This is an optimization exercise on Yosys and OpenROAD, whose aim is small area, not a production implementation. Where RTL was checked, it was by simulation tests only, not by an equivalence proof against the original. Power is estimated from default activity; no workload was simulated.

TR:
## game2048
module game2048 (
    btnS, btnL, btnR, btnU, btnD, clk, RsRx, sw,      
    AN, SEG, RsTx                                    
);
input       btnS, btnL, btnR, btnU, btnD, clk, RsRx;
input [1:0] sw;
output reg [3:0] AN;
output reg [6:0] SEG;
output      RsTx;
reg [1:0] arst_ff;
always @(posedge clk or posedge btnS)
    if (btnS) arst_ff <= 2'b11;
    else      arst_ff <= {1'b0, arst_ff[1]};
wire rst = arst_ff[0];
reg [11:0] clk_dv;
reg        clk_en;
always @(posedge clk)
    if (rst) {clk_en, clk_dv} <= 13'd0;
    else     {clk_en, clk_dv} <= {1'b0, clk_dv} + 13'd1;
reg [2:0] step_d_L, step_d_R, step_d_U, step_d_D;
always @(posedge clk)
    if (rst) begin
        step_d_L <= 0; step_d_R <= 0; step_d_U <= 0; step_d_D <= 0;
    end else if (clk_en) begin
        step_d_L <= {btnL, step_d_L[2:1]};
        step_d_R <= {btnR, step_d_R[2:1]};
        step_d_U <= {btnU, step_d_U[2:1]};
        step_d_D <= {btnD, step_d_D[2:1]};
    end
wire pL = ~step_d_L[0] & step_d_L[1];
wire pR = ~step_d_R[0] & step_d_R[1];
wire pU = ~step_d_U[0] & step_d_U[1];
wire pD = ~step_d_D[0] & step_d_D[1];
wire anybtn = pL | pR | pU | pD;
wire [1:0] dir = pU ? 2'd0 : pD ? 2'd1 : pL ? 2'd2 : 2'd3;
reg [12:0] tick_cnt;
wire tick = (tick_cnt == 13'd4166);
always @(posedge clk)
    if (rst)       tick_cnt <= 13'd2082;
    else if (tick) tick_cnt <= 13'd0;
    else           tick_cnt <= tick_cnt + 13'd1;
reg [12:0] scan_cnt;
reg [1:0]  LED_counter;
wire scan = (scan_cnt == 13'd6249);
always @(posedge clk)
    if (rst) begin
        scan_cnt    <= 13'd3125;
        LED_counter <= 2'd0;
    end else begin
        scan_cnt <= scan ? 13'd0 : scan_cnt + 13'd1;
        if (scan) LED_counter <= LED_counter + 2'd1;
    end
localparam S_init = 3'd0, S_merge = 3'd1, S_shift = 3'd2, S_gen = 3'd3, S_output = 3'd4;
reg [2:0]  state;
reg        ur;           
reg        bfull;        
reg [63:0] bd;           
function [3:0] dbl;
    input [3:0] x;
    dbl = (x == 4'd0) ? 4'd0 : x + 4'd1;
endfunction
  ...
==> flow/config.mk <==
export PLATFORM = sky130hd
export DESIGN_NAME = game2048
export DESIGN_NICKNAME = game2048
export VERILOG_FILES = /design/flow/design.v
export SDC_FILE = /design/flow/constraint.sdc
export NUM_CORES = 8
export LEC_CHECK = 0
export ABC_AREA = 1
export CAP_MARGIN = 40
export CORE_MARGIN = 2
export CORE_UTILIZATION = 35
export SLEW_MARGIN = 40
==> flow/constraint.sdc <==
create_clock -name core_clock -period 10.0 [get_ports {clk}]
set_input_delay 2.0000 -clock core_clock [delete_from_list [all_inputs] [get_ports {clk}]]
set_output_delay 2.0000 -clock core_clock [all_outputs]
set_load 0.01 [all_outputs]
standard.sh (not shown) runs the stock make flow with config.mk's settings and CLKGATE_MAP_FILE= SYNTH_SCRIPT=/design/flow/synth_recipe.tcl, a recipe that flattens the netlist after the stock synthesis.
==> flow/flow/run.sh <==
#!/bin/bash
# Own layout flow: the standard flow (standard.sh) with one change to synthesis: the
# technology mapping (Yosys's abc pass) uses an area-oriented ABC script (flow/area.abc)
# instead of ORFS's.  Everything else, including flip-flop mapping, flattening and register
# naming, is the standard synthesis (synth_recipe.tcl).
set -euo pipefail
W=$PWD
cat > "$W/synth_area.tcl" <<EOT
proc abc {args} {
  set i [lsearch -exact \$args -script]
  if {\$i >= 0} { set args [lreplace \$args [expr {\$i + 1}] [expr {\$i + 1}] {$W/flow/area.abc}] }
  puts "abc (area script): \$args"
  yosys abc {*}\$args
}
source {$W/synth_recipe.tcl}
EOT
sed "s|SYNTH_SCRIPT=[^ ]*|SYNTH_SCRIPT=$W/synth_area.tcl|" standard.sh > "$W/standard_area.sh"
grep -q "SYNTH_SCRIPT=$W/synth_area.tcl" "$W/standard_area.sh"
bash "$W/standard_area.sh" finish > "$W/flow_make.log" 2>&1
test -s "$W/out/final.def"
==> flow/flow/area.abc <==
strash
&get -n
&deepsyn -T 10
&put
&get -n
&dch -f
&nf -a
&put
TR completed end to end with timing, DRC and antenna clean.
The inputs of AL differ from those of TR as listed below.
- CORE_UTILIZATION now 50, was 35
- SLEW_MARGIN now 10, was 40
- CTS_BUF_LIST now sky130_fd_sc_hd__clkbuf_4, previously not set
- CAP_MARGIN now 10, was 40
- GPL_TIMING_DRIVEN now 0, previously not set
==> run notes <==
AL against TR: total number of cells along the worst setup path now smaller, net switching share of the total power moved up, final worst setup slack went down 0.051 ns.
In AL, clock period minus final worst setup slack is higher than in TR.
AL did not stop at any stage, and its layout met the timing, DRC and antenna checks.
No functional check of the RTL was part of any run of this note.

## sierra
Starting RTL as in the previous note.
clock: 10.0 ns
lec_check: 0
abc_area: 1
cap_margin: 10
core_margin: 2
core_utilization: 35
cts_buf_list: sky130_fd_sc_hd__clkbuf_2 sky130_fd_sc_hd__clkbuf_4
cts_cluster_size: 20
gpl_routability_driven: 0
gpl_timing_driven: 0
slew_margin: 10
Scripts as last shown in full above: flow/flow/run.sh, flow/flow/area.abc
sierra completed end to end with timing, DRC and antenna clean.
#### Input delta (nickel over sierra)
Settings: SLEW_MARGIN now 40, was 10; GPL_ROUTABILITY_DRIVEN no longer set, was 0; ABC_AREA no longer set, was 1; CTS_CLUSTER_SIZE no longer set, was 20; CTS_BUF_LIST no longer set, was sky130_fd_sc_hd__clkbuf_2 sky130_fd_sc_hd__clkbuf_4; CAP_MARGIN now 40, was 10; GPL_TIMING_DRIVEN no longer set, was 0.
==> flow/run.sh (new file) <==
#!/bin/bash
# synth_recipe.tcl (not shown) runs the flow's synth.tcl, then flattens the netlist and writes it again
# the make line also repeats each setting of config.mk as NAME=value (left out here)
make -C /OpenROAD-flow-scripts/flow DESIGN_CONFIG=/design/flow/config.mk WORK_HOME=/design/flow/orfs CLKGATE_MAP_FILE= SYNTH_SCRIPT=/design/flow/synth_recipe.tcl finish
removed: flow/flow/run.sh
removed: flow/flow/area.abc
removed: flow/standard.sh
Results
Taking sierra as the reference point, the fraction of standard cell area in multi-input logic of nickel rises by 3.1 points.
nickel against sierra: combined flip-flop and latch cell area neither gained nor lost much; power picked up an extra 34%; sequential share of layout area lost 3.9 points; count of clock buffers in the final design lost 70.
Global-route wire length before repair: nickel worse than sierra
Function was not checked in any run of this note: the RTL went through the layout flow alone.

game2048, a different RTL version from the one above (not shown whole).
Size: ~1800 cells after synthesis, roughly 290 flip-flops, roughly 21 I/O pins, ~17000 µm² of cells after synthesis.
==> flow/design.v (excerpt) <==
module game2048 (
    btnS, btnL, btnR, btnU, btnD, clk, RsRx, sw,      
    AN, SEG, RsTx                                    
);
input       btnS, btnL, btnR, btnU, btnD, clk, RsRx;
input [1:0] sw;
output [3:0] AN;
output [6:0] SEG;
output      RsTx;
reg [1:0] arst_ff;
always @(posedge clk or posedge btnS)
    if (btnS) arst_ff <= 2'b11;
    else      arst_ff <= {1'b0, arst_ff[1]};
wire rst = arst_ff[0];
wire        pU, pD, pL, pR, tick, scan;
wire [63:0] bd;
wire        bd_rot;
wire [3:0]  mx;
wire        s_merge, s_output, busy;
g2048_timers timers (
    .clk(clk), .rst(rst), .btnU(btnU), .btnD(btnD), .btnL(btnL), .btnR(btnR),
    .pU(pU), .pD(pD), .pL(pL), .pR(pR), .tick(tick), .scan(scan));
g2048_board board (
    .clk(clk), .rst(rst), .pU(pU), .pD(pD), .pL(pL), .pR(pR), .tick(tick), .sw0(sw[0]),
    .bd(bd), .bd_rot(bd_rot), .mx(mx), .s_merge(s_merge), .s_output(s_output));
g2048_display display (
    .clk(clk), .rst(rst), .scan(scan), .mx(mx), .AN(AN), .SEG(SEG));
g2048_frames frames (
    .clk(clk), .rst(rst), .bd(bd), .bd_rot(bd_rot), .s_merge(s_merge), .s_output(s_output),
    .tx(RsTx));
endmodule
==> flow/config.mk <==
export PLATFORM = sky130hd
export DESIGN_NAME = game2048
export DESIGN_NICKNAME = game2048
export VERILOG_FILES = /design/flow/design.v
export SDC_FILE = /design/flow/constraint.sdc
export NUM_CORES = 8
export LEC_CHECK = 0
export ABC_AREA = 1
export CAP_MARGIN = 10
export CORE_MARGIN = 2
export CORE_UTILIZATION = 50
export CTS_BUF_LIST = sky130_fd_sc_hd__clkbuf_8
export CTS_CLUSTER_DIAMETER = 80
export CTS_CLUSTER_SIZE = 12
export GPL_TIMING_DRIVEN = 0
export SLEW_MARGIN = 10
==> flow/constraint.sdc <==
create_clock -name core_clock -period 10.0 [get_ports {clk}]
set_input_delay 2.0000 -clock core_clock [delete_from_list [all_inputs] [get_ports {clk}]]
set_output_delay 2.0000 -clock core_clock [all_outputs]
set_load 0.01 [all_outputs]
==> flow/flow/run.sh <==
#!/bin/bash
# Own layout flow: the standard flow (standard.sh) with one change to synthesis: the
# technology mapping (Yosys's abc pass) uses an area-oriented ABC script (flow/area.abc)
# instead of ORFS's.  Everything else, including flip-flop mapping, flattening and register
# naming, is the standard synthesis (synth_recipe.tcl).
set -euo pipefail
W=$PWD
cat > "$W/synth_area.tcl" <<EOT
proc abc {args} {
  set i [lsearch -exact \$args -script]
  if {\$i >= 0} { set args [lreplace \$args [expr {\$i + 1}] [expr {\$i + 1}] {$W/flow/area.abc}] }
  puts "abc (area script): \$args"
  yosys abc {*}\$args
}
source {$W/synth_recipe.tcl}
EOT
sed "s|SYNTH_SCRIPT=[^ ]*|SYNTH_SCRIPT=$W/synth_area.tcl|" standard.sh > "$W/standard_area.sh"
grep -q "SYNTH_SCRIPT=$W/synth_area.tcl" "$W/standard_area.sh"
bash "$W/standard_area.sh" finish > "$W/flow_make.log" 2>&1
test -s "$W/out/final.def"
==> flow/flow/area.abc <==
strash
&get -n
&deepsyn -T 10
&put
&get -n
&dch -f
&nf -a -R 1000 -F 20 -A 20
&put
The starting point passed the timing, DRC and antenna checks.
Edit:
CTS_BUF_LIST = sky130_fd_sc_hd__clkbuf_16   (was sky130_fd_sc_hd__clkbuf_8)
CTS_CLUSTER_DIAMETER = 90   (was 80)
CTS_CLUSTER_SIZE = 22   (was 12)
What happened: Combinational power shrinks by 14%; worst setup slack got worse by 120 ps; final cell count shrinks by 2.0%; via count is lower by 0.61%; synthesized cell count shrinks by 1.4%; power shrinks by 3.3%; maximum frequency came out lower by 1.3%; flip-flop and latch count is unchanged; final area went down by 0.54%; sequential share of layout area rose by 0.21 points.

-- port drivers added, routing unchanged --
In the flow no input, the clock included, has a driving cell. The finished layouts below were timed again as built, in two steps. Step 1 (the two cells are an assumption about what drives the block):
set clk [get_ports {clk}]
set_driving_cell -lib_cell sky130_fd_sc_hd__clkbuf_16 $clk
set_driving_cell -lib_cell sky130_fd_sc_hd__buf_2 [delete_from_list [all_inputs] $clk]
Step 2 also shifts input and output timing later by t, the mid clock arrival at the registers, as if the neighbouring blocks saw the same clock. a / b / c = ideal / step 1 / step 2; a / b = the first two.
| run | shift t [ns] | setup slack, ns | worst register clock-pin slew, ns |
|---|---|---|---|
| TR | 0.608 | 0.631 / 0.566 / 1.174 | 0.07 / 0.07 |
| AL | 0.845 | 0.580 / 0.529 / 1.374 | 0.08 / 0.08 |
| sierra | 0.843 | 0.706 / 0.646 / 1.489 | 0.08 / 0.08 |
| nickel | 0.627 | 0.698 / 0.643 / 1.271 | 0.06 / 0.06 |
| the first run of note 3 | 0.655 | 0.669 / 0.620 / 1.276 | 0.10 / 0.10 |
| the second run of note 3 | 0.574 | 0.545 / 0.489 / 1.063 | 0.10 / 0.10 |
After both steps every run listed still meets setup and hold.
